Context: an optimization exercise on an open-source flow, tuned for small area, a short achievable clock period and few clock cycles. The choices shown serve that exercise and are no tape-out recipe.
In this exercise RTL edits were held to simulation tests only and were not proved equivalent to the original.

==> design.v <==
module solver (
    input  logic         clk,
    input  logic         resetN,
    input  logic         start_enable,
    input  logic [31:0]  seq1_in,
    input  logic [31:0]  seq2_in,
    input  logic [127:0] above_row_score,
    input  logic [127:0] left_col_score,
    input  logic [3:0]   tile_row,
    input  logic [3:0]   tile_col,
    output logic         solver_done,
    output logic [511:0] arrow_matrix,
    output logic [127:0] last_row_score,
    output logic [127:0] last_col_score,
    output logic [7:0]   max_score,
    output logic [7:0]   max_pos,
    output logic [3:0]   out_tile_row,
    output logic [3:0]   out_tile_col
);
    logic        busy;
    logic [3:0]  tc;                     
    logic [14:0] oh;                     
    always_ff @(posedge clk or negedge resetN) begin
        if (!resetN) begin
            busy        <= 1'b0;
            tc          <= '0;
            solver_done <= 1'b0;
        end else if (!busy) begin
            if (start_enable) begin
                busy        <= 1'b1;
                solver_done <= 1'b0;
            end
        end else if (tc == 4'd14) begin
            busy        <= 1'b0;
            tc          <= '0;
            solver_done <= 1'b1;
        end else begin
            tc <= tc + 4'd1;
        end
    end
    always_comb
        for (int t = 0; t < 15; t++) oh[t] = busy && (tc == 4'(t));
    logic [7:0] sel;
    always_ff @(posedge clk)
        for (int u = 0; u < 8; u++)
            sel[u] <= busy ? (tc + 4'd1 == 4'(u)) : (u == 0);
    always_ff @(posedge clk) begin
        if (start_enable) begin
            out_tile_row <= tile_row;
            out_tile_col <= tile_col;
        end
    end
    function automatic logic ge8(input logic [7:0] a, input logic [7:0] b);
        logic [7:0] g, p;
        logic [3:0] g1, p1;
        logic [1:0] g2, p2;
        g = a & ~b;
        p = a | ~b;
        for (int n = 0; n < 4; n++) begin
            g1[n] = g[2*n+1] | (p[2*n+1] & g[2*n]);
            p1[n] = p[2*n+1] & p[2*n];
        end
        for (int n = 0; n < 2; n++) begin
            g2[n] = g1[2*n+1] | (p1[2*n+1] & g1[2*n]);
            p2[n] = p1[2*n+1] & p1[2*n];
        end
        ge8 = g2[1] | (p2[1] & (g2[0] | p2[0]));
    endfunction
    function automatic logic [7:0] pand8(input logic [7:0] v);
        logic [7:0] a1, a2;
        for (int n = 0; n < 8; n++) a1[n] = (n >= 1) ? v[n] & v[n-1] : v[n];
        for (int n = 0; n < 8; n++) a2[n] = (n >= 2) ? a1[n] & a1[n-2] : a1[n];
        for (int n = 0; n < 8; n++) pand8[n] = (n >= 4) ? a2[n] & a2[n-4] : a2[n];
    endfunction
    function automatic logic [9:0] sw_cell(input logic [7:0] hd, input logic [7:0] hu,
                                           input logic [7:0] hl, input logic match);
        logic [8:0] x;
        logic [7:0] d, u, l, pd1, pd0, pu, pl, ph;
        logic       c2, dpos, upos, lpos, c_du, c_dl, c_ul, diag;
        pd1 = pand8(hd);                         
        pd0 = pand8(~hd);                        
        pu  = pand8(~{hu[7:1], 1'b0});           
        pl  = pand8(~{hl[7:1], 1'b0});
        ph  = pand8({hd[7:2], 2'b11});           
        x[0] = ~hd[0];
        x[1] = hd[1] ^ hd[0] ^ match;
        c2   = match ? (hd[1] | hd[0]) : (hd[1] & hd[0]);
        x[2] = hd[2] ^ c2;
        for (int n = 3; n < 8; n++) x[n] = hd[n] ^ (c2 & ph[n-1]);
        x[8] = c2 & ph[7];
        d[0] = ~hd[0];
        for (int n = 1; n < 8; n++) d[n] = hd[n] ^ (match ? pd1[n-1] : pd0[n-1]);
        if (match && pd1[7]) d = 8'd255;
        u[0] = hu[0];
        l[0] = hl[0];
        u[1] = ~hu[1];
        l[1] = ~hl[1];
        for (int n = 2; n < 8; n++) begin
            u[n] = hu[n] ^ pu[n-1];
            l[n] = hl[n] ^ pl[n-1];
        end
        dpos = match | (|hd[7:1]);
        upos = (|hu[7:2]) | (&hu[1:0]);
        lpos = (|hl[7:2]) | (&hl[1:0]);
        c_du = x[8] | ge8(x[7:0], hu);
        c_dl = x[8] | ge8(x[7:0], hl);
        c_ul = !lpos | ge8(hu, hl);           
        diag = dpos & c_du & c_dl;
        if (diag)              sw_cell = {2'b01, d};
        else if (!c_ul)        sw_cell = {2'b11, l};
        else if (upos)         sw_cell = {2'b10, u};
        else                   sw_cell = {2'b00, 8'd0};
    endfunction
    function automatic logic [8:0] xinc(input logic [7:0] h, input logic match);
        logic [7:0] ph;
        logic       c2;
        ph = pand8({h[7:2], 2'b11});           
        xinc[0] = ~h[0];
        xinc[1] = h[1] ^ h[0] ^ match;
        c2 = match ? (h[1] | h[0]) : (h[1] & h[0]);
        xinc[2] = h[2] ^ c2;
        for (int n = 3; n < 8; n++) xinc[n] = h[n] ^ (c2 & ph[n-1]);
        xinc[8] = c2 & ph[7];
    endfunction
    function automatic logic [9:0] sw_cell_x(input logic [8:0] x, input logic [7:0] hu,
                                             input logic [7:0] hl);
        logic [7:0] d, u, l, px, pu, pl;
        logic       dpos, upos, lpos, c_du, c_dl, c_ul, diag;
        px = pand8(~{x[7:1], 1'b0});             
        d[0] = x[0];
        d[1] = ~x[1];
        for (int n = 2; n < 8; n++) d[n] = x[n] ^ px[n-1];
        if (x[8] && x[1]) d = 8'd255;
        pu = pand8(~{hu[7:1], 1'b0});
        pl = pand8(~{hl[7:1], 1'b0});
        u[0] = hu[0];
        l[0] = hl[0];
        u[1] = ~hu[1];
        l[1] = ~hl[1];
        for (int n = 2; n < 8; n++) begin
            u[n] = hu[n] ^ pu[n-1];
            l[n] = hl[n] ^ pl[n-1];
        end
        dpos = (|x[8:2]) | (&x[1:0]);
        upos = (|hu[7:2]) | (&hu[1:0]);
        lpos = (|hl[7:2]) | (&hl[1:0]);
        c_du = x[8] | ge8(x[7:0], hu);
        c_dl = x[8] | ge8(x[7:0], hl);
        c_ul = !lpos | ge8(hu, hl);
        diag = dpos & c_du & c_dl;
        if (diag)              sw_cell_x = {2'b01, d};
        else if (!c_ul)        sw_cell_x = {2'b11, l};
        else if (upos)         sw_cell_x = {2'b10, u};
        else                   sw_cell_x = {2'b00, 8'd0};
    endfunction
    logic [37:0]  cq;                    
    logic [37:0]  cqn;                   
    logic [31:0]  mr;                    
    logic [23:0]  w;                     
    logic [127:0] p1;                    
    logic [127:0] p2;                    
    logic [143:0] xr;                    
    logic [31:0]  mrn;                   
    logic [23:0]  wn;                    
    logic [127:0] p2n;                   
    logic [7:0]   h00;                   
    logic [1:0]   a00;                   
    logic [1:0] nq_hi, nq_lo;
    logic [7:0] na_hi, na_lo;
    always_comb begin
        nq_hi = 2'b00; nq_lo = 2'b00; na_hi = 8'd0; na_lo = 8'd0;
        for (int u = 0; u < 7; u++) begin
            if (2*u+4 < 16) na_hi = na_hi | ({8{tc == 4'(u)}} & above_row_score[8*(2*u+4) +: 8]);
            na_lo = na_lo | ({8{tc == 4'(u)}} & above_row_score[8*(2*u+3) +: 8]);
            if (2*u+6 < 16) nq_hi = nq_hi | ({2{tc == 4'(u)}} & seq2_in[2*(2*u+6) +: 2]);
            if (2*u+5 < 16) nq_lo = nq_lo | ({2{tc == 4'(u)}} & seq2_in[2*(2*u+5) +: 2]);
        end
    end
    always_comb begin
        if (!busy)
            cqn[9:0] = {seq2_in[1:0], seq2_in[3:2], seq2_in[5:4], seq2_in[7:6], seq2_in[9:8]};
        else
            cqn[9:0] = {cq[5:0], nq_lo, nq_hi};
        cqn[37:10] = cq[33:6];
    end
    logic [9:0] r00;
    sw_pe_cell00 u_cell00 (.hu(above_row_score[7:0]), .hl(left_col_score[7:0]),
                           .match(seq1_in[1:0] == seq2_in[1:0]), .r(r00));
    always_comb begin
        wn = busy ? {na_hi, na_lo, w[23:16]} : above_row_score[23:0];
        for (int i = 0; i < 16; i++)
            for (int k = 0; k < 2; k++)
                mrn[2*i+k] = (seq1_in[2*i +: 2] == cqn[2*(i-k+3) +: 2]);
    end
    always_ff @(posedge clk) begin
        if (!busy) begin
            h00 <= r00[7:0];
            a00 <= r00[9:8];
        end
        w  <= wn;
        cq <= cqn;
        mr <= mrn;
        xr[8:0] <= xinc(wn[7:0], mrn[0]);
        for (int i = 1; i < 16; i++)
            xr[9*i +: 9] <= xinc(p2n[8*(i-1) +: 8], mrn[2*i]);
    end
    logic [255:0] hv;                    
    logic [63:0]  av;                    
    genvar gi, gk;
    generate
        for (gi = 0; gi < 16; gi++) begin : pe
            for (gk = 0; gk < 2; gk++) begin : ce
                logic [7:0] hl, hu, hd;
                logic [9:0] r;
                if (gk == 0) begin
                    if (gi == 0)
                        assign hl = sel[0] ? h00 : p1[8*gi +: 8];
                    else if (gi % 2 == 1)
                        assign hl = sel[(gi-1) / 2] ? p2[8*gi +: 8] : p1[8*gi +: 8];
                    else
                        assign hl = p1[8*gi +: 8];
                end else begin
                    if (gi % 2 == 0 && gi >= 2)
                        assign hl = sel[(gi-2) / 2] ? p2[8*gi +: 8] : hv[(2*gi)*8 +: 8];
                    else
                        assign hl = hv[(2*gi)*8 +: 8];
                end
                if (gi == 0) begin
                    assign hu = w[8*(gk+1) +: 8];
                    assign hd = w[8*gk +: 8];
                end else if (gk == 0) begin
                    if (gi == 1)
                        assign hu = sel[0] ? h00 : p1[8*(gi-1) +: 8];
                    else
                        assign hu = p1[8*(gi-1) +: 8];
                    assign hd = p2[8*(gi-1) +: 8];
                end else begin
                    assign hu = hv[(2*gi-2)*8 +: 8];
                    if (gi == 1)
                        assign hd = sel[0] ? h00 : p1[8*(gi-1) +: 8];
                    else if ((gi-1) % 2 == 1)
                        assign hd = sel[(gi-2) / 2] ? p2[8*(gi-1) +: 8] : p1[8*(gi-1) +: 8];
                    else
                        assign hd = p1[8*(gi-1) +: 8];
                end
                if (gk == 0) sw_pe_cell_x u_cell (.x(xr[9*gi +: 9]), .hu(hu), .hl(hl), .r(r));
                else         sw_pe_cell   u_cell (.hd(hd), .hu(hu), .hl(hl), .match(mr[2*gi+gk]), .r(r));
                assign hv[(2*gi+gk)*8 +: 8] = r[7:0];
                assign av[(2*gi+gk)*2 +: 2] = r[9:8];
            end
        end
    endgenerate
    logic [23:0] lc;
    always_comb begin
        for (int i = 0; i < 16; i++) begin
            p2n[8*i +: 8] = p2[8*i +: 8];
            if (i == 0 ? !busy :
                i % 2 == 1 ? (i == 1 ? !busy : oh[(i-3)/2]) :
                             ((i == 2 ? !busy : oh[(i-4)/2]) || oh[(i-2)/2]))
                p2n[8*i +: 8] = left_col_score[8*i +: 8];
            else if (i <= 2 || (busy && tc <= 4'((14+i)/2)))
                p2n[8*i +: 8] = hv[(2*i)*8 +: 8];
            else if (i % 2 == 1 && busy && tc == 4'((14+i)/2 + 1))
                p2n[8*i +: 8] = p1[8*i +: 8];
        end
    end
    always_ff @(posedge clk) begin
        p1 <= {hv[255:248], hv[239:232], hv[223:216], hv[207:200], hv[191:184], hv[175:168], hv[159:152], hv[143:136],
               hv[127:120], hv[111:104], hv[95:88], hv[79:72], hv[63:56], hv[47:40], hv[31:24], hv[15:8]};
        p2 <= p2n;
        if (oh[7]) lc[7:0]   <= hv[(2*0)*8 +: 8];
        if (oh[7]) lc[15:8]  <= hv[(2*1+1)*8 +: 8];
        if (oh[8]) lc[23:16] <= hv[(2*2)*8 +: 8];
    end
    always_comb begin
        last_col_score = p2;
        last_col_score[23:0] = lc;
        last_col_score[127:120] = last_row_score[127:120];
    end
    always_ff @(posedge clk) begin
        if (oh[0]) arrow_matrix[1:0] <= a00;
        for (int i = 0; i < 16; i++) begin
            for (int j = 0; j < 16; j++) begin
                if (i + j >= 1 && oh[(i+j-1) / 2])
                    arrow_matrix[32*i + 2*j +: 2] <= av[(2*i + (i+j-1) % 2)*2 +: 2];
            end
            if (oh[(14+i) / 2])
                last_row_score[8*i +: 8] <= hv[(2*15 + i % 2)*8 +: 8];
        end
    end
    logic [31:0] vr;
    always_ff @(posedge clk)
        for (int i = 0; i < 16; i++)
            for (int k = 0; k < 2; k++) begin
                vr[2*i+k] <= 1'b0;
                for (int t = 0; t < 15; t++)
                    if (2*t + 1 + k - i >= 0 && 2*t + 1 + k - i <= 15 && oh[t])
                        vr[2*i+k] <= 1'b1;
            end
    logic [3:0]  c_ok;                   
    logic [31:0] c_v;                    
    logic [15:0] c_r;                    
    logic [3:0]  c_b;                    
    logic [3:0]  n_ok;
    logic [31:0] n_v;
    logic [15:0] n_r;
    genvar gk2, gh2;
    generate
        for (gk2 = 0; gk2 < 2; gk2++) begin : s1k
            for (gh2 = 0; gh2 < 2; gh2++) begin : s1h
                logic [63:0] vals;
                logic [7:0]  oks;
                for (genvar q = 0; q < 8; q++) begin : lf
                    assign oks[q] = vr[2*(8*gh2+q)+gk2];
                    if (gk2 == 1) assign vals[8*q +: 8] = p1[8*(8*gh2+q) +: 8];
                    else          assign vals[8*q +: 8] = p2[8*(8*gh2+q) +: 8];
                end
                sw_max8 u_max (.ok(oks), .v(vals),
                               .best_ok(n_ok[2*gk2+gh2]), .best_v(n_v[(2*gk2+gh2)*8 +: 8]),
                               .best_r(n_r[(2*gk2+gh2)*4 +: 3]));
                assign n_r[(2*gk2+gh2)*4 + 3] = 1'(gh2);
            end
        end
    endgenerate
    always_ff @(posedge clk) begin
        c_ok <= n_ok;
        c_v <= n_v;
        c_r <= n_r;
        c_b <= {tc[2:0] - 3'd1, 1'b1};       
    end
    logic [7:0] m_v, m_p;
    always_comb begin
        logic [7:0] a_v, a_p, b_v, b_p, s_v, s_p;
        logic       a_ok, b_ok, s_ok;
        logic [7:0] t_v [7];
        logic [7:0] t_p [7];
        logic [7:0] u_v [4];
        logic [7:0] u_p [4];
        logic [7:0] x_v, x_p, y_v, y_p, z_v, z_p;
        logic [15:0] c_c;
        logic q1, q2, q3, ga, gb, gc;
        q1 = 1'b0; q2 = 1'b0; q3 = 1'b0;
        for (int c = 0; c < 4; c++)
            c_c[4*c +: 4] = c_b + 4'(c / 2) - c_r[4*c +: 4];
        if (c_ok[1] && (!c_ok[0] || !ge8(c_v[7:0], c_v[15:8])))
             begin a_v = c_v[15:8];  a_p = {c_r[7:4], c_c[7:4]};   end
        else begin a_v = c_v[7:0];   a_p = {c_r[3:0], c_c[3:0]};   end
        a_ok = c_ok[0] | c_ok[1];
        if (c_ok[3] && (!c_ok[2] || !ge8(c_v[23:16], c_v[31:24])))
             begin b_v = c_v[31:24]; b_p = {c_r[15:12], c_c[15:12]}; end
        else begin b_v = c_v[23:16]; b_p = {c_r[11:8], c_c[11:8]};   end
        b_ok = c_ok[2] | c_ok[3];
        if (b_ok && (!a_ok || !ge8(a_v, b_v)))
             begin s_v = b_v; s_p = b_p; end
        else begin s_v = a_v; s_p = a_p; end
        s_ok = a_ok | b_ok;
        if (s_ok && !ge8(max_score, s_v))
             begin m_v = s_v;       m_p = s_p;     end
        else begin m_v = max_score; m_p = max_pos; end
        t_v[0] = p2[8*12 +: 8]; t_p[0] = {4'd12, 4'd15};
        t_v[1] = p2[8*13 +: 8]; t_p[1] = {4'd13, 4'd14};
        t_v[2] = p2[8*14 +: 8]; t_p[2] = {4'd14, 4'd13};
        t_v[3] = p2[8*15 +: 8]; t_p[3] = {4'd15, 4'd12};
        t_v[4] = p1[8*13 +: 8]; t_p[4] = {4'd13, 4'd15};
        t_v[5] = p1[8*14 +: 8]; t_p[5] = {4'd14, 4'd14};
        t_v[6] = p1[8*15 +: 8]; t_p[6] = {4'd15, 4'd13};
        for (int q = 0; q < 3; q++) begin
            if (ge8(t_v[2*q], t_v[2*q+1])) begin u_v[q] = t_v[2*q];   u_p[q] = t_p[2*q];   end
            else                           begin u_v[q] = t_v[2*q+1]; u_p[q] = t_p[2*q+1]; end
        end
        u_v[3] = t_v[6]; u_p[3] = t_p[6];
        if (ge8(u_v[0], u_v[1])) begin x_v = u_v[0]; x_p = u_p[0]; end
        else                     begin x_v = u_v[1]; x_p = u_p[1]; end
        if (ge8(u_v[2], u_v[3])) begin y_v = u_v[2]; y_p = u_p[2]; end
        else                     begin y_v = u_v[3]; y_p = u_p[3]; end
        if (ge8(x_v, y_v)) begin z_v = x_v; z_p = x_p; end
        else               begin z_v = y_v; z_p = y_p; end
        ga = 1'b1; gb = 1'b1; gc = 1'b1;
        for (int c = 0; c < 4; c++) begin
            ga = ga & (!c_ok[c] | ge8(t_v[1], c_v[8*c +: 8]));
            gb = gb & (!c_ok[c] | ge8(t_v[2], c_v[8*c +: 8]));
            gc = gc & (!c_ok[c] | ge8(t_v[5], c_v[8*c +: 8]));
        end
        for (int j = 0; j < 7; j++) begin
            if (j != 1) ga = ga & ge8(t_v[1], t_v[j]);
            if (j != 2) gb = gb & ge8(t_v[2], t_v[j]);
            if (j != 5) gc = gc & ge8(t_v[5], t_v[j]);
        end
        q1 = mr[2*14]   && ga && ge8(t_v[1], max_score) && t_v[1] != 8'd255;    
        q2 = mr[2*15]   && gb && ge8(t_v[2], max_score) && t_v[2] != 8'd255;    
        q3 = mr[2*15+1] && gc && ge8(t_v[5], max_score) && t_v[5] != 8'd255;    
        if (tc == 4'd14) begin
            if (!ge8(m_v, z_v)) begin m_v = z_v; m_p = z_p; end
            if (q1)      begin m_v = t_v[1] + 8'd1; m_p = {4'd14, 4'd15}; end
            else if (q2) begin m_v = t_v[2] + 8'd1; m_p = {4'd15, 4'd14}; end
            else if (q3) begin m_v = t_v[5] + 8'd1; m_p = 8'hFF;         end
        end
    end
    always_ff @(posedge clk) begin
        if (busy) begin
            if (tc == 4'd0) begin
                max_score <= h00;
                max_pos   <= '0;
            end else begin
                max_score <= m_v;
                max_pos   <= m_p;
            end
        end
    end
endmodule
module sw_pe_cell (
    input  logic [7:0] hd,
    input  logic [7:0] hu,
    input  logic [7:0] hl,
    input  logic       match,
    output logic [9:0] r
);
    function automatic logic ge8(input logic [7:0] a, input logic [7:0] b);
        logic [7:0] g, p;
        logic [3:0] g1, p1;
        logic [1:0] g2, p2;
        g = a & ~b;
        p = a | ~b;
        for (int n = 0; n < 4; n++) begin
            g1[n] = g[2*n+1] | (p[2*n+1] & g[2*n]);
            p1[n] = p[2*n+1] & p[2*n];
        end
        for (int n = 0; n < 2; n++) begin
            g2[n] = g1[2*n+1] | (p1[2*n+1] & g1[2*n]);
            p2[n] = p1[2*n+1] & p1[2*n];
        end
        ge8 = g2[1] | (p2[1] & (g2[0] | p2[0]));
    endfunction
    function automatic logic [7:0] pand8(input logic [7:0] v);
        logic [7:0] a1, a2;
        for (int n = 0; n < 8; n++) a1[n] = (n >= 1) ? v[n] & v[n-1] : v[n];
        for (int n = 0; n < 8; n++) a2[n] = (n >= 2) ? a1[n] & a1[n-2] : a1[n];
        for (int n = 0; n < 8; n++) pand8[n] = (n >= 4) ? a2[n] & a2[n-4] : a2[n];
    endfunction
    function automatic logic [9:0] sw_cell(input logic [7:0] hd, input logic [7:0] hu,
                                           input logic [7:0] hl, input logic match);
        logic [8:0] x;
        logic [7:0] d, u, l, pd1, pd0, pu, pl, ph;
        logic       c2, dpos, upos, lpos, c_du, c_dl, c_ul, diag;
        pd1 = pand8(hd);                         
        pd0 = pand8(~hd);                        
        pu  = pand8(~{hu[7:1], 1'b0});           
        pl  = pand8(~{hl[7:1], 1'b0});
        ph  = pand8({hd[7:2], 2'b11});           
        x[0] = ~hd[0];
        x[1] = hd[1] ^ hd[0] ^ match;
        c2   = match ? (hd[1] | hd[0]) : (hd[1] & hd[0]);
        x[2] = hd[2] ^ c2;
        for (int n = 3; n < 8; n++) x[n] = hd[n] ^ (c2 & ph[n-1]);
        x[8] = c2 & ph[7];
        d[0] = ~hd[0];
        for (int n = 1; n < 8; n++) d[n] = hd[n] ^ (match ? pd1[n-1] : pd0[n-1]);
        if (match && pd1[7]) d = 8'd255;
        u[0] = hu[0];
        l[0] = hl[0];
        u[1] = ~hu[1];
        l[1] = ~hl[1];
        for (int n = 2; n < 8; n++) begin
            u[n] = hu[n] ^ pu[n-1];
            l[n] = hl[n] ^ pl[n-1];
        end
        dpos = match | (|hd[7:1]);
        upos = (|hu[7:2]) | (&hu[1:0]);
        lpos = (|hl[7:2]) | (&hl[1:0]);
        c_du = x[8] | ge8(x[7:0], hu);
        c_dl = x[8] | ge8(x[7:0], hl);
        c_ul = !lpos | ge8(hu, hl);           
        diag = dpos & c_du & c_dl;
        if (diag)              sw_cell = {2'b01, d};
        else if (!c_ul)        sw_cell = {2'b11, l};
        else if (upos)         sw_cell = {2'b10, u};
        else                   sw_cell = {2'b00, 8'd0};
    endfunction
    function automatic logic [8:0] xinc(input logic [7:0] h, input logic match);
        logic [7:0] ph;
        logic       c2;
        ph = pand8({h[7:2], 2'b11});           
        xinc[0] = ~h[0];
        xinc[1] = h[1] ^ h[0] ^ match;
        c2 = match ? (h[1] | h[0]) : (h[1] & h[0]);
        xinc[2] = h[2] ^ c2;
        for (int n = 3; n < 8; n++) xinc[n] = h[n] ^ (c2 & ph[n-1]);
        xinc[8] = c2 & ph[7];
    endfunction
    function automatic logic [9:0] sw_cell_x(input logic [8:0] x, input logic [7:0] hu,
                                             input logic [7:0] hl);
        logic [7:0] d, u, l, px, pu, pl;
        logic       dpos, upos, lpos, c_du, c_dl, c_ul, diag;
        px = pand8(~{x[7:1], 1'b0});             
        d[0] = x[0];
        d[1] = ~x[1];
        for (int n = 2; n < 8; n++) d[n] = x[n] ^ px[n-1];
        if (x[8] && x[1]) d = 8'd255;
        pu = pand8(~{hu[7:1], 1'b0});
        pl = pand8(~{hl[7:1], 1'b0});
        u[0] = hu[0];
        l[0] = hl[0];
        u[1] = ~hu[1];
        l[1] = ~hl[1];
        for (int n = 2; n < 8; n++) begin
            u[n] = hu[n] ^ pu[n-1];
            l[n] = hl[n] ^ pl[n-1];
        end
        dpos = (|x[8:2]) | (&x[1:0]);
        upos = (|hu[7:2]) | (&hu[1:0]);
        lpos = (|hl[7:2]) | (&hl[1:0]);
        c_du = x[8] | ge8(x[7:0], hu);
        c_dl = x[8] | ge8(x[7:0], hl);
        c_ul = !lpos | ge8(hu, hl);
        diag = dpos & c_du & c_dl;
        if (diag)              sw_cell_x = {2'b01, d};
        else if (!c_ul)        sw_cell_x = {2'b11, l};
        else if (upos)         sw_cell_x = {2'b10, u};
        else                   sw_cell_x = {2'b00, 8'd0};
    endfunction
    assign r = sw_cell(hd, hu, hl, match);
endmodule
module sw_pe_cell_x (
    input  logic [8:0] x,
    input  logic [7:0] hu,
    input  logic [7:0] hl,
    output logic [9:0] r
);
    function automatic logic ge8(input logic [7:0] a, input logic [7:0] b);
        logic [7:0] g, p;
        logic [3:0] g1, p1;
        logic [1:0] g2, p2;
        g = a & ~b;
        p = a | ~b;
        for (int n = 0; n < 4; n++) begin
            g1[n] = g[2*n+1] | (p[2*n+1] & g[2*n]);
            p1[n] = p[2*n+1] & p[2*n];
        end
        for (int n = 0; n < 2; n++) begin
            g2[n] = g1[2*n+1] | (p1[2*n+1] & g1[2*n]);
            p2[n] = p1[2*n+1] & p1[2*n];
        end
        ge8 = g2[1] | (p2[1] & (g2[0] | p2[0]));
    endfunction
    function automatic logic [7:0] pand8(input logic [7:0] v);
        logic [7:0] a1, a2;
        for (int n = 0; n < 8; n++) a1[n] = (n >= 1) ? v[n] & v[n-1] : v[n];
        for (int n = 0; n < 8; n++) a2[n] = (n >= 2) ? a1[n] & a1[n-2] : a1[n];
        for (int n = 0; n < 8; n++) pand8[n] = (n >= 4) ? a2[n] & a2[n-4] : a2[n];
    endfunction
    function automatic logic [9:0] sw_cell(input logic [7:0] hd, input logic [7:0] hu,
                                           input logic [7:0] hl, input logic match);
        logic [8:0] x;
        logic [7:0] d, u, l, pd1, pd0, pu, pl, ph;
        logic       c2, dpos, upos, lpos, c_du, c_dl, c_ul, diag;
        pd1 = pand8(hd);                         
        pd0 = pand8(~hd);                        
        pu  = pand8(~{hu[7:1], 1'b0});           
        pl  = pand8(~{hl[7:1], 1'b0});
        ph  = pand8({hd[7:2], 2'b11});           
        x[0] = ~hd[0];
        x[1] = hd[1] ^ hd[0] ^ match;
        c2   = match ? (hd[1] | hd[0]) : (hd[1] & hd[0]);
        x[2] = hd[2] ^ c2;
        for (int n = 3; n < 8; n++) x[n] = hd[n] ^ (c2 & ph[n-1]);
        x[8] = c2 & ph[7];
        d[0] = ~hd[0];
        for (int n = 1; n < 8; n++) d[n] = hd[n] ^ (match ? pd1[n-1] : pd0[n-1]);
        if (match && pd1[7]) d = 8'd255;
        u[0] = hu[0];
        l[0] = hl[0];
        u[1] = ~hu[1];
        l[1] = ~hl[1];
        for (int n = 2; n < 8; n++) begin
            u[n] = hu[n] ^ pu[n-1];
            l[n] = hl[n] ^ pl[n-1];
        end
        dpos = match | (|hd[7:1]);
        upos = (|hu[7:2]) | (&hu[1:0]);
        lpos = (|hl[7:2]) | (&hl[1:0]);
        c_du = x[8] | ge8(x[7:0], hu);
        c_dl = x[8] | ge8(x[7:0], hl);
        c_ul = !lpos | ge8(hu, hl);           
        diag = dpos & c_du & c_dl;
        if (diag)              sw_cell = {2'b01, d};
        else if (!c_ul)        sw_cell = {2'b11, l};
        else if (upos)         sw_cell = {2'b10, u};
        else                   sw_cell = {2'b00, 8'd0};
    endfunction
    function automatic logic [8:0] xinc(input logic [7:0] h, input logic match);
        logic [7:0] ph;
        logic       c2;
        ph = pand8({h[7:2], 2'b11});           
        xinc[0] = ~h[0];
        xinc[1] = h[1] ^ h[0] ^ match;
        c2 = match ? (h[1] | h[0]) : (h[1] & h[0]);
        xinc[2] = h[2] ^ c2;
        for (int n = 3; n < 8; n++) xinc[n] = h[n] ^ (c2 & ph[n-1]);
        xinc[8] = c2 & ph[7];
    endfunction
    function automatic logic [9:0] sw_cell_x(input logic [8:0] x, input logic [7:0] hu,
                                             input logic [7:0] hl);
        logic [7:0] d, u, l, px, pu, pl;
        logic       dpos, upos, lpos, c_du, c_dl, c_ul, diag;
        px = pand8(~{x[7:1], 1'b0});             
        d[0] = x[0];
        d[1] = ~x[1];
        for (int n = 2; n < 8; n++) d[n] = x[n] ^ px[n-1];
        if (x[8] && x[1]) d = 8'd255;
        pu = pand8(~{hu[7:1], 1'b0});
        pl = pand8(~{hl[7:1], 1'b0});
        u[0] = hu[0];
        l[0] = hl[0];
        u[1] = ~hu[1];
        l[1] = ~hl[1];
        for (int n = 2; n < 8; n++) begin
            u[n] = hu[n] ^ pu[n-1];
            l[n] = hl[n] ^ pl[n-1];
        end
        dpos = (|x[8:2]) | (&x[1:0]);
        upos = (|hu[7:2]) | (&hu[1:0]);
        lpos = (|hl[7:2]) | (&hl[1:0]);
        c_du = x[8] | ge8(x[7:0], hu);
        c_dl = x[8] | ge8(x[7:0], hl);
        c_ul = !lpos | ge8(hu, hl);
        diag = dpos & c_du & c_dl;
        if (diag)              sw_cell_x = {2'b01, d};
        else if (!c_ul)        sw_cell_x = {2'b11, l};
        else if (upos)         sw_cell_x = {2'b10, u};
        else                   sw_cell_x = {2'b00, 8'd0};
    endfunction
    assign r = sw_cell_x(x, hu, hl);
endmodule
module sw_pe_cell00 (
    input  logic [7:0] hu,
    input  logic [7:0] hl,
    input  logic       match,
    output logic [9:0] r
);
    function automatic logic ge8(input logic [7:0] a, input logic [7:0] b);
        logic [7:0] g, p;
        logic [3:0] g1, p1;
        logic [1:0] g2, p2;
        g = a & ~b;
        p = a | ~b;
        for (int n = 0; n < 4; n++) begin
            g1[n] = g[2*n+1] | (p[2*n+1] & g[2*n]);
            p1[n] = p[2*n+1] & p[2*n];
        end
        for (int n = 0; n < 2; n++) begin
            g2[n] = g1[2*n+1] | (p1[2*n+1] & g1[2*n]);
            p2[n] = p1[2*n+1] & p1[2*n];
        end
        ge8 = g2[1] | (p2[1] & (g2[0] | p2[0]));
    endfunction
    function automatic logic [7:0] pand8(input logic [7:0] v);
        logic [7:0] a1, a2;
        for (int n = 0; n < 8; n++) a1[n] = (n >= 1) ? v[n] & v[n-1] : v[n];
        for (int n = 0; n < 8; n++) a2[n] = (n >= 2) ? a1[n] & a1[n-2] : a1[n];
        for (int n = 0; n < 8; n++) pand8[n] = (n >= 4) ? a2[n] & a2[n-4] : a2[n];
    endfunction
    function automatic logic [9:0] sw_cell(input logic [7:0] hd, input logic [7:0] hu,
                                           input logic [7:0] hl, input logic match);
        logic [8:0] x;
        logic [7:0] d, u, l, pd1, pd0, pu, pl, ph;
        logic       c2, dpos, upos, lpos, c_du, c_dl, c_ul, diag;
        pd1 = pand8(hd);                         
        pd0 = pand8(~hd);                        
        pu  = pand8(~{hu[7:1], 1'b0});           
        pl  = pand8(~{hl[7:1], 1'b0});
        ph  = pand8({hd[7:2], 2'b11});           
        x[0] = ~hd[0];
        x[1] = hd[1] ^ hd[0] ^ match;
        c2   = match ? (hd[1] | hd[0]) : (hd[1] & hd[0]);
        x[2] = hd[2] ^ c2;
        for (int n = 3; n < 8; n++) x[n] = hd[n] ^ (c2 & ph[n-1]);
        x[8] = c2 & ph[7];
        d[0] = ~hd[0];
        for (int n = 1; n < 8; n++) d[n] = hd[n] ^ (match ? pd1[n-1] : pd0[n-1]);
        if (match && pd1[7]) d = 8'd255;
        u[0] = hu[0];
        l[0] = hl[0];
        u[1] = ~hu[1];
        l[1] = ~hl[1];
        for (int n = 2; n < 8; n++) begin
            u[n] = hu[n] ^ pu[n-1];
            l[n] = hl[n] ^ pl[n-1];
        end
        dpos = match | (|hd[7:1]);
        upos = (|hu[7:2]) | (&hu[1:0]);
        lpos = (|hl[7:2]) | (&hl[1:0]);
        c_du = x[8] | ge8(x[7:0], hu);
        c_dl = x[8] | ge8(x[7:0], hl);
        c_ul = !lpos | ge8(hu, hl);           
        diag = dpos & c_du & c_dl;
        if (diag)              sw_cell = {2'b01, d};
        else if (!c_ul)        sw_cell = {2'b11, l};
        else if (upos)         sw_cell = {2'b10, u};
        else                   sw_cell = {2'b00, 8'd0};
    endfunction
    function automatic logic [8:0] xinc(input logic [7:0] h, input logic match);
        logic [7:0] ph;
        logic       c2;
        ph = pand8({h[7:2], 2'b11});           
        xinc[0] = ~h[0];
        xinc[1] = h[1] ^ h[0] ^ match;
        c2 = match ? (h[1] | h[0]) : (h[1] & h[0]);
        xinc[2] = h[2] ^ c2;
        for (int n = 3; n < 8; n++) xinc[n] = h[n] ^ (c2 & ph[n-1]);
        xinc[8] = c2 & ph[7];
    endfunction
    function automatic logic [9:0] sw_cell_x(input logic [8:0] x, input logic [7:0] hu,
                                             input logic [7:0] hl);
        logic [7:0] d, u, l, px, pu, pl;
        logic       dpos, upos, lpos, c_du, c_dl, c_ul, diag;
        px = pand8(~{x[7:1], 1'b0});             
        d[0] = x[0];
        d[1] = ~x[1];
        for (int n = 2; n < 8; n++) d[n] = x[n] ^ px[n-1];
        if (x[8] && x[1]) d = 8'd255;
        pu = pand8(~{hu[7:1], 1'b0});
        pl = pand8(~{hl[7:1], 1'b0});
        u[0] = hu[0];
        l[0] = hl[0];
        u[1] = ~hu[1];
        l[1] = ~hl[1];
        for (int n = 2; n < 8; n++) begin
            u[n] = hu[n] ^ pu[n-1];
            l[n] = hl[n] ^ pl[n-1];
        end
        dpos = (|x[8:2]) | (&x[1:0]);
        upos = (|hu[7:2]) | (&hu[1:0]);
        lpos = (|hl[7:2]) | (&hl[1:0]);
        c_du = x[8] | ge8(x[7:0], hu);
        c_dl = x[8] | ge8(x[7:0], hl);
        c_ul = !lpos | ge8(hu, hl);
        diag = dpos & c_du & c_dl;
        if (diag)              sw_cell_x = {2'b01, d};
        else if (!c_ul)        sw_cell_x = {2'b11, l};
        else if (upos)         sw_cell_x = {2'b10, u};
        else                   sw_cell_x = {2'b00, 8'd0};
    endfunction
    assign r = sw_cell(8'd0, hu, hl, match);
endmodule
module sw_max8 (
    input  logic [7:0]  ok,
    input  logic [63:0] v,
    output logic        best_ok,
    output logic [7:0]  best_v,
    output logic [2:0]  best_r
);
    function automatic logic ge8(input logic [7:0] a, input logic [7:0] b);
        logic [7:0] g, p;
        logic [3:0] g1, p1;
        logic [1:0] g2, p2;
        g = a & ~b;
        p = a | ~b;
        for (int n = 0; n < 4; n++) begin
            g1[n] = g[2*n+1] | (p[2*n+1] & g[2*n]);
            p1[n] = p[2*n+1] & p[2*n];
        end
        for (int n = 0; n < 2; n++) begin
            g2[n] = g1[2*n+1] | (p1[2*n+1] & g1[2*n]);
            p2[n] = p1[2*n+1] & p1[2*n];
        end
        ge8 = g2[1] | (p2[1] & (g2[0] | p2[0]));
    endfunction
    function automatic logic [7:0] pand8(input logic [7:0] v);
        logic [7:0] a1, a2;
        for (int n = 0; n < 8; n++) a1[n] = (n >= 1) ? v[n] & v[n-1] : v[n];
        for (int n = 0; n < 8; n++) a2[n] = (n >= 2) ? a1[n] & a1[n-2] : a1[n];
        for (int n = 0; n < 8; n++) pand8[n] = (n >= 4) ? a2[n] & a2[n-4] : a2[n];
    endfunction
    function automatic logic [9:0] sw_cell(input logic [7:0] hd, input logic [7:0] hu,
                                           input logic [7:0] hl, input logic match);
        logic [8:0] x;
        logic [7:0] d, u, l, pd1, pd0, pu, pl, ph;
        logic       c2, dpos, upos, lpos, c_du, c_dl, c_ul, diag;
        pd1 = pand8(hd);                         
        pd0 = pand8(~hd);                        
        pu  = pand8(~{hu[7:1], 1'b0});           
        pl  = pand8(~{hl[7:1], 1'b0});
        ph  = pand8({hd[7:2], 2'b11});           
        x[0] = ~hd[0];
        x[1] = hd[1] ^ hd[0] ^ match;
        c2   = match ? (hd[1] | hd[0]) : (hd[1] & hd[0]);
        x[2] = hd[2] ^ c2;
        for (int n = 3; n < 8; n++) x[n] = hd[n] ^ (c2 & ph[n-1]);
        x[8] = c2 & ph[7];
        d[0] = ~hd[0];
        for (int n = 1; n < 8; n++) d[n] = hd[n] ^ (match ? pd1[n-1] : pd0[n-1]);
        if (match && pd1[7]) d = 8'd255;
        u[0] = hu[0];
        l[0] = hl[0];
        u[1] = ~hu[1];
        l[1] = ~hl[1];
        for (int n = 2; n < 8; n++) begin
            u[n] = hu[n] ^ pu[n-1];
            l[n] = hl[n] ^ pl[n-1];
        end
        dpos = match | (|hd[7:1]);
        upos = (|hu[7:2]) | (&hu[1:0]);
        lpos = (|hl[7:2]) | (&hl[1:0]);
        c_du = x[8] | ge8(x[7:0], hu);
        c_dl = x[8] | ge8(x[7:0], hl);
        c_ul = !lpos | ge8(hu, hl);           
        diag = dpos & c_du & c_dl;
        if (diag)              sw_cell = {2'b01, d};
        else if (!c_ul)        sw_cell = {2'b11, l};
        else if (upos)         sw_cell = {2'b10, u};
        else                   sw_cell = {2'b00, 8'd0};
    endfunction
    function automatic logic [8:0] xinc(input logic [7:0] h, input logic match);
        logic [7:0] ph;
        logic       c2;
        ph = pand8({h[7:2], 2'b11});           
        xinc[0] = ~h[0];
        xinc[1] = h[1] ^ h[0] ^ match;
        c2 = match ? (h[1] | h[0]) : (h[1] & h[0]);
        xinc[2] = h[2] ^ c2;
        for (int n = 3; n < 8; n++) xinc[n] = h[n] ^ (c2 & ph[n-1]);
        xinc[8] = c2 & ph[7];
    endfunction
    function automatic logic [9:0] sw_cell_x(input logic [8:0] x, input logic [7:0] hu,
                                             input logic [7:0] hl);
        logic [7:0] d, u, l, px, pu, pl;
        logic       dpos, upos, lpos, c_du, c_dl, c_ul, diag;
        px = pand8(~{x[7:1], 1'b0});             
        d[0] = x[0];
        d[1] = ~x[1];
        for (int n = 2; n < 8; n++) d[n] = x[n] ^ px[n-1];
        if (x[8] && x[1]) d = 8'd255;
        pu = pand8(~{hu[7:1], 1'b0});
        pl = pand8(~{hl[7:1], 1'b0});
        u[0] = hu[0];
        l[0] = hl[0];
        u[1] = ~hu[1];
        l[1] = ~hl[1];
        for (int n = 2; n < 8; n++) begin
            u[n] = hu[n] ^ pu[n-1];
            l[n] = hl[n] ^ pl[n-1];
        end
        dpos = (|x[8:2]) | (&x[1:0]);
        upos = (|hu[7:2]) | (&hu[1:0]);
        lpos = (|hl[7:2]) | (&hl[1:0]);
        c_du = x[8] | ge8(x[7:0], hu);
        c_dl = x[8] | ge8(x[7:0], hl);
        c_ul = !lpos | ge8(hu, hl);
        diag = dpos & c_du & c_dl;
        if (diag)              sw_cell_x = {2'b01, d};
        else if (!c_ul)        sw_cell_x = {2'b11, l};
        else if (upos)         sw_cell_x = {2'b10, u};
        else                   sw_cell_x = {2'b00, 8'd0};
    endfunction
    always_comb begin
        logic       o1 [4];
        logic [7:0] v1 [4];
        logic [2:0] r1 [4];
        logic       o2 [2];
        logic [7:0] v2 [2];
        logic [2:0] r2 [2];
        for (int q = 0; q < 4; q++) begin
            if (ok[2*q+1] && (!ok[2*q] || !ge8(v[16*q +: 8], v[16*q+8 +: 8])))
                 begin v1[q] = v[16*q+8 +: 8]; r1[q] = 3'(2*q+1); end
            else begin v1[q] = v[16*q +: 8];   r1[q] = 3'(2*q);   end
            o1[q] = ok[2*q] | ok[2*q+1];
        end
        for (int q = 0; q < 2; q++) begin
            if (o1[2*q+1] && (!o1[2*q] || !ge8(v1[2*q], v1[2*q+1])))
                 begin v2[q] = v1[2*q+1]; r2[q] = r1[2*q+1]; end
            else begin v2[q] = v1[2*q];   r2[q] = r1[2*q];   end
            o2[q] = o1[2*q] | o1[2*q+1];
        end
        if (o2[1] && (!o2[0] || !ge8(v2[0], v2[1])))
             begin best_v = v2[1]; best_r = r2[1]; end
        else begin best_v = v2[0]; best_r = r2[0]; end
        best_ok = o2[0] | o2[1];
    end
endmodule
==> flow/run.sh <==
#!/bin/bash
# The standard layout (the standard.sh, unchanged synthesis) with two
# changes to how it is optimised:
#  - timing repair after CTS and global routing aims for 16 ns of setup
#    slack at the design's clock period, so it upsizes and buffers the
#    critical paths instead of stopping at 0 ns of slack;
set -o pipefail
export SETUP_SLACK_MARGIN=16
export BUFFER_PORTS_ARGS="-buffer_cell sky130_fd_sc_hd__buf_4"
bash standard.sh finish > standard.log 2>&1
==> standard.sh <==
#!/bin/bash
# synth_recipe.tcl (not shown) runs the flow's synth.tcl, then flattens the netlist and writes it again
# the make line also repeats each setting of config.mk as NAME=value (left out here)
make -C /OpenROAD-flow-scripts/flow DESIGN_CONFIG=/design/flow/config.mk WORK_HOME=/design/flow/orfs CLKGATE_MAP_FILE= SYNTH_SCRIPT=/design/flow/synth_recipe.tcl "${@:-finish}"
==> config.mk <==
export PLATFORM = sky130hd
export DESIGN_NAME = solver
export DESIGN_NICKNAME = solver
export VERILOG_FILES = /design/flow/design.v
export SDC_FILE = /design/flow/constraint.sdc
export NUM_CORES = 4
export LEC_CHECK = 0
export CAP_MARGIN = 20
export CORE_MARGIN = 2
export CORE_UTILIZATION = 55
export CTS_CLUSTER_DIAMETER = 100
export CTS_CLUSTER_SIZE = 20
export SLEW_MARGIN = 20
export SYNTH_HIERARCHICAL = 1
==> constraint.sdc <==
create_clock -name core_clock -period 22.0 [get_ports {clk}]
set_input_delay 4.4000 -clock core_clock [delete_from_list [all_inputs] [get_ports {clk}]]
set_output_delay 4.4000 -clock core_clock [all_outputs]
set_load 0.01 [all_outputs]
==> results.sh, run 1 <==
export IMPL_outcome="no timing/DRC/antenna violations"
export IMPL_synthFlopType="edfxtp_1"
export IMPL_wl_met1_um=144000
export IMPL_vias=92600
export IMPL_start_util_pct=55.5
export IMPL_cp_max_fo=13
export IMPL_syn_area_per_cell_um2=8.85
export IMPL_synth_top_family_by_area="compound AO/OA/AOI/OAI gates"
export IMPL_wl_met3_um=35800
export IMPL_rsz0062_at_grt="yes"
export IMPL_gp_congestion=1.06
export IMPL_clk_insertion_delay_late_ns=0.76
export IMPL_die_w_um=423
export IMPL_cap_violations=0
export IMPL_cts_buffers=77
export IMPL_min_path_type="reg2reg"
export IMPL_tightest_slew_ns=1.26
export IMPL_dr_pass1_iters=8
export IMPL_ys_warn_count=22
export IMPL_timing_slew_headroom_pct=15.0
export IMPL_final_setup_tns_ns=0
export IMPL_synth_fa_ha_area_share_pct=5.57
export IMPL_cp_end_kind="output port"
export IMPL_required_ns=17.60
export IMPL_die_y_um=423
export IMPL_synth_enable_flop_cells=706
export IMPL_syn_inst=10900
export IMPL_most_common_layout_cells="buf_4, nor2_1, a21oi_1"
export IMPL_cts_tree="built"
export IMPL_fin_crit_sh_pct=27.3
export IMPL_coreArea_um2=174000
export IMPL_ctsLongestPathBuffers=3
export IMPL_final_hold_viol_count=0
export IMPL_timing_rr_start="p1[112]"
export IMPL_crit_arrival_ns=1.60
export IMPL_numClockSinks=1240
export IMPL_area_growth_pct=14.6
export IMPL_setup_ws_ns=16.00
export IMPL_grt_max_degree=66
export IMPL_yosys_area_share_simple_pct=18.0
export IMPL_worstHoldStart="cq[11]"
export IMPL_min_period_ns=6.00
export IMPL_synth_mux_area_fraction_pct=10.2
export IMPL_grt_ovfl_total=0
export IMPL_vias_per_cell=6.51
export IMPL_drt_total_wl_um=379000
export IMPL_synth_compound_area_share_pct=20.8
export IMPL_avgRoutedWirePerCell_um=26.6
export IMPL_slew_viol_final=0
export IMPL_synth_nets=11500
export IMPL_async_flop_share_pct=0.484
export IMPL_port_buffers=1123
export IMPL_dieArea_um2=179000
export IMPL_place_ws_ns=14.88
export IMPL_dp_hpwl_um=281000
export IMPL_n_fill_cell=15000
export IMPL_final_common_cell="buf_4"
export IMPL_grt_first_pass_wirelength_um=552000
export IMPL_crit_start="p2[102]"
export IMPL_grt_pass1_vias=86500
export IMPL_fmax_ghz=0.167
export IMPL_ys_seq_elements=1240
export IMPL_htree_levels=3
export IMPL_wl_met2_um=172000
export IMPL_path_class="reg2out"
export IMPL_synthesis_area_um2=96600
export IMPL_antenna_found_initial=21
export IMPL_ys_seq_area_share_pct=33.0
export IMPL_synthXorXnorAreaFrac_pct=6.07
export IMPL_postRouteAntennaNets=0
export IMPL_fin_nets=12400
export IMPL_fin_worst_skew_ns=0.0273
export IMPL_maxUsedRoutingLayer="met5"
export IMPL_drive_gt1_share_pct=20.5
export IMPL_cts_root_buf="clkbuf_16"
export IMPL_yosys_cell_types_count=115
export IMPL_clk_pin_slew_worst_paths_ns=0.08
export IMPL_drtIter0Drc=11000
export IMPL_finalSetupViolCount=0
export IMPL_io_pins=1124
export IMPL_drc_errors=0
export IMPL_startpoint_type="flip-flop"
export IMPL_rows=153
export IMPL_grt_use_total_pct=40.0
==> Yosys stat by module (local to each module, per instance) <==
module | area (um^2) | flops+latches
sw_pe_cell00 | 587 | 0
sw_max8 | 2070 | 0
sw_pe_cell | 1370 | 0
sw_pe_cell_x | 1090 | 0
solver | 48500 | 1240
==> through the flow <==
step | instances | hold WS (ns) | cell area, um^2 | utilization [%]
CTS | 14200 | 0.400 | 110000 | 62.9
finish | 14200 | 0.400 | 111000 | 63.5
detailed placement | 14000 | 0.389 | 107000 | 61.3
global placement | 14000 | 0.389 | 107000 | 61.3
global route | 14200 | 0.412 | 111000 | 63.5
floorplan | 10900 | 0.373 | 96600 | -
==> path summary, 6_finish.rpt <==
check                                       to  cells after the start  slack (ns)
setup / recovery           last_col_score[102]                      2       16.00
hold / removal                          cq[15]                      0        0.40
setup reg to reg                  max_score[0]                     20       16.10
hold reg to reg                         cq[15]                      0        0.40
max in group asynchronous                 busy                      1       18.32
min in group asynchronous          solver_done                      1        3.49
==> timing repair <==
action                                  in CTS  in global routing
endpoints found under the setup margin     238                342
pin swaps                                    5                 26
setup buffers                               26                 39
gates cloned                                 1                  2
hold buffers                                 0                  0
resized for setup                           87                154
==> cell families (layout without fill, tap and decap cells) <==
kind of cell,after synthesis,count (layout)
compound gates,2829,2830
xor+xnor,670,670
fa+ha+maj,472,472
buf+inv,1385,2347
flops,1240,1240
mux,934,934
other cells,0,13
simple gates,3388,3388
==> worst max-delay path: stages, from the launching register on <==
cell and delay, ns:
dfxtp_1 0.32, buf_4 0.30, buf_4 0.23
==> cells in the mapped netlist, drive strengths merged, types with 261 or more instances <==
library cell | n | area share, %
xor2 | 261 | 2.4
edfxtp | 706 | 22
mux2i | 653 | 6.8
mux2 | 281 | 3.4
xnor2 | 409 | 3.7
clkbuf | 334 | 1.3
buf | 299 | 2.1
nor2 | 935 | 3.9
nand3 | 268 | 1.4
nand2b | 338 | 2.2
a21oi | 833 | 4.5
inv | 730 | 2.8
o21ai | 515 | 3.0
nor3 | 421 | 2.2
dfxtp | 528 | 11
nand2 | 653 | 2.7
==> registers in the layout (all words and copies together) (netlist names), 24 cells and up <==
signal          count
arrow_matrix      512
xr                144
last_row_score    128
p1                128
p2                128
cq                 34
c_v                32
lc                 24
==> cell type report <==
cell class | count | area (um^2) | share of cell area [%]
Clock inverter | 16 | 199 | 0.180
Antenna cell | 13 | 32.5 | 0.0294
Clock buffer | 123 | 2160 | 1.95
Inverter | 752 | 2870 | 2.59
Tap cell | 2325 | 2910 | 2.63
Multi-Input combinational cell | 8294 | 59400 | 53.6
Timing Repair Buffer | 1456 | 11100 | 10.0
Sequential cell | 1240 | 32000 | 28.9
==> routing by layer <==
layer	vias to the layer above	GRT usage, %
met4	14	24.4
met2	5214	64.1
met1	44600	49.8
met3	1138	7.92
li1	41700	-
met5	-	0
Testbench counts, summed over its fixed seeds: cycles 12,288.
==> inputs of run 2 (changes only) <==
--- a/config.mk
+++ b/config.mk
@@ -7,7 +7,7 @@
 export LEC_CHECK = 0
 export CAP_MARGIN = 20
 export CORE_MARGIN = 2
-export CORE_UTILIZATION = 55
+export CORE_UTILIZATION = 65
 export CTS_CLUSTER_DIAMETER = 100
 export CTS_CLUSTER_SIZE = 20
 export SLEW_MARGIN = 20
==> results.sh, run 2 <==
export IMPL_top_regs="arrow_matrix (512), xr (144)"
export IMPL_timing_slew_headroom_pct=20.7
export IMPL_synth_area_leaders="edfxtp_1, dfxtp_1, mux2i_1"
export IMPL_synth_nets=11500
export IMPL_cp_slowest_cell="dfxtp_1"
export IMPL_required_ns=17.60
export IMPL_grt_use_total_pct=46.0
export IMPL_cpPeakStageDelay_ns=0.64
export IMPL_syn_inst=10900
export IMPL_drive_gt1_share_pct=20.2
export IMPL_postRouteAntennaNets=0
export IMPL_fin_nets=12400
export IMPL_dieArea_um2=152000
export IMPL_fin_crit_sh_pct=27.3
export IMPL_final_setup_tns_ns=0
export IMPL_tightest_slew_ns=1.19
export IMPL_r2r_cells=23
export IMPL_path_class="reg2out"
export IMPL_clk_pin_slew_worst_paths_ns=0.09
export IMPL_rsz0062_at_grt="yes"
export IMPL_cp_max_fo=6
export IMPL_yosysTopAreaCell="edfxtp_1"
export IMPL_finalSetupViolCount=0
export IMPL_largest_register="arrow_matrix"
export IMPL_synth_most_common_cell="nor2_1"
export IMPL_gp_congestion=1.07
export IMPL_numClockSinks=1240
export IMPL_avgRoutedWirePerCell_um=26.7
export IMPL_cp_depth=1
export IMPL_vias=95000
export IMPL_worstPathCellList="buf_4"
export IMPL_outcome="no timing/DRC/antenna violations"
export IMPL_io_pins=1124
export IMPL_area_growth_pct=13.8
export IMPL_final_hold_viol_count=0
export IMPL_cts_root_buf="clkbuf_16"
export IMPL_synth_common_cells="nor2_1, a21oi_1, inv_1"
export IMPL_cp_top_family="flip-flops"
export IMPL_start_util_pct=65.4
export IMPL_min_period_ns=6.01
export IMPL_final_common_cell="buf_4"
export IMPL_startpoint_type="flip-flop"
export IMPL_cap_violations=0
export IMPL_fin_worst_skew_ns=0.0415
export IMPL_largest_reg_flops=512
export IMPL_ys_seq_elements=1240
export IMPL_synthFlopType="edfxtp_1"
export IMPL_drt_total_wl_um=368000
export IMPL_cts_tree="built"
export IMPL_min_path_type="reg2reg"
export IMPL_grt_ovfl_total=0
export IMPL_cts_buffers=75
export IMPL_coreArea_um2=148000
export IMPL_cp_end_kind="output port"
export IMPL_grt_pass1_vias=89500
export IMPL_grt_first_pass_wirelength_um=543000
export IMPL_dr_pass1_iters=10
export IMPL_drc_errors=0
export IMPL_reg2reg_slack_ns=16.06
export IMPL_crit_arrival_ns=1.61
export IMPL_port_buffers=1123
export IMPL_slew_viol_final=0
export IMPL_antenna_found_initial=20
export IMPL_worstHoldStart="cq[25]"
export IMPL_cts_hold_buf=0
export IMPL_crit_start="p2[48]"
export IMPL_die_w_um=390
export IMPL_most_common_layout_cells="buf_4, nor2_1, a21oi_1"
export IMPL_grt_max_degree=63
export IMPL_async_flop_share_pct=0.484
export IMPL_syn_area_per_cell_um2=8.85
export IMPL_dp_hpwl_um=268000
export IMPL_die_y_um=390
export IMPL_htree_levels=3
export IMPL_synthesis_area_um2=96600
export IMPL_crit_end="last_col_score[48]"
export IMPL_clk_insertion_delay_late_ns=0.73
export IMPL_r2r_end="max_pos[4]"
export IMPL_yosys_cell_types_count=115
export IMPL_critPathBufInv=1
export IMPL_fmax_ghz=0.166
export IMPL_synth_top_area_share_pct=21.9
export IMPL_timing_rr_start="p1[112]"
export IMPL_rows=141
export IMPL_vias_per_cell=6.89
export IMPL_synth_enable_flop_cells=706
export IMPL_ys_warn_count=22
export IMPL_drtIter0Drc=14000
export IMPL_ctsLongestPathBuffers=3
export IMPL_ys_seq_area_share_pct=33.0
-- run 2: cell types whose count changed in the layout (fill, tap and decap cells not counted), moves of 4 or more --
cell,before,now
buf_4,1433,1421
mux2i_2,26,21
clkinvlp_4,8,12
dfxtp_2,37,31
dfxtp_1,476,489
dfxtp_4,15,8
mux2_2,209,213
clkbuf_1,40,45
diode_2,13,5
-- run 2: logic make-up (layout without fill, tap and decap cells) --
kind of cell / count (synthesis) / in the layout / synth area share [%]
simple gates: 3388 / 3390 / 18.0
compound gates: 2829 / 2833 / 20.8
buf+inv: 1385 / 2325 / 6.27
flops: 1240 / 1240 / 33.0
mux: 934 / 934 / 10.2
xor+xnor: 670 / 670 / 6.07
fa+ha+maj: 472 / 472 / 5.57
other cells: 0 / 5 / 0
-- run 2: timing repair --
item / 4_1_cts / 5_1_grt
endpoints found under the setup margin: 284 / 313
setup buffers: 28 / 42
cloned: 2 / 5
resized for setup: 88 / 126
pin swaps: 7 / 24
-- run 2: layout make-up --
type	count	area, um^2
antenna	5	12.5
clock buffer	124	2150
clock inverter	11	129
fill	10700	37700
inverter	752	2870
multi-input combinational	8299	59500
sequential	1240	32000
tap	1930	2410
timing repair buffer	1438	10900
-- run 2: Yosys stat by module (local to each module, per instance) --
module,cells inside,copies in the design,flip-flops and latches
sw_max8,292,4,0
sw_pe_cell,207,16,0
sw_pe_cell00,87,1,0
solver,3743,1,1240
sw_pe_cell_x,163,16,0
-- run 2: per-layer routing --
layer  GRT usage [%]  part of all wire [%]  vias up
met4            28.5                   7.5       22
met5               0                 0.034        -
met1            56.3                    36    44800
met3            13.5                    13     1621
li1                -                     -    41600
met2            71.2                    44     6949
-- run 2: stage by stage --
stage               setup WS (ns)  cells  hold slack (ns)  instance area (um^2)  util [%]
finish                      15.99  13800            0.414                110000      74.4
global route                15.95  13800            0.411                110000      74.4
CTS                         16.00  13700            0.408                109000      73.8
detailed placement          14.59  13600            0.390                106000      71.9
global placement            14.74  13600            0.390                106000      71.9
floorplan                   16.01  10900            0.373                 96600         -
-- run 2: worst min path at each step --
stage,cells after the start,end
detailed placement,0,cq[29]
global route,0,cq[29]
global placement,0,cq[29]
CTS,0,cq[29]
finish,0,cq[29]
floorplan,0,cq[10]

afterwards: timing with drivers on the ports:
The results above use ideal ports. As a check the final layouts listed here were re-extracted and re-timed, cells and wires unchanged. Step 1, drivers: a clkbuf_16 drives clk and a buf_2 each remaining input, both assumed. Step 2 moves the port delays by t, midway between the first and last clock arrival at a register: inputs arrive t later, outputs are due t later. That takes back most of the time a late clock gives input paths. a / b / c = ideal ports / drivers / drivers and shift; a / b = the first two.
run | shift t [ns] | setup slack, ns | hold WS [ns] | pins driven straight from the clock port
run 1 | 0.843 | 16.005 / 15.905 / 15.352 | 0.400 / 0.400 / 0.400 | 1
run 2 | 0.813 | 15.989 / 15.891 / 15.326 | 0.414 / 0.414 / 0.414 | 1
After both steps every run listed still meets setup and hold. The setup slack of run 2, which loses most, moves by -0.098 ns with the drivers and by -0.663 ns with both steps.
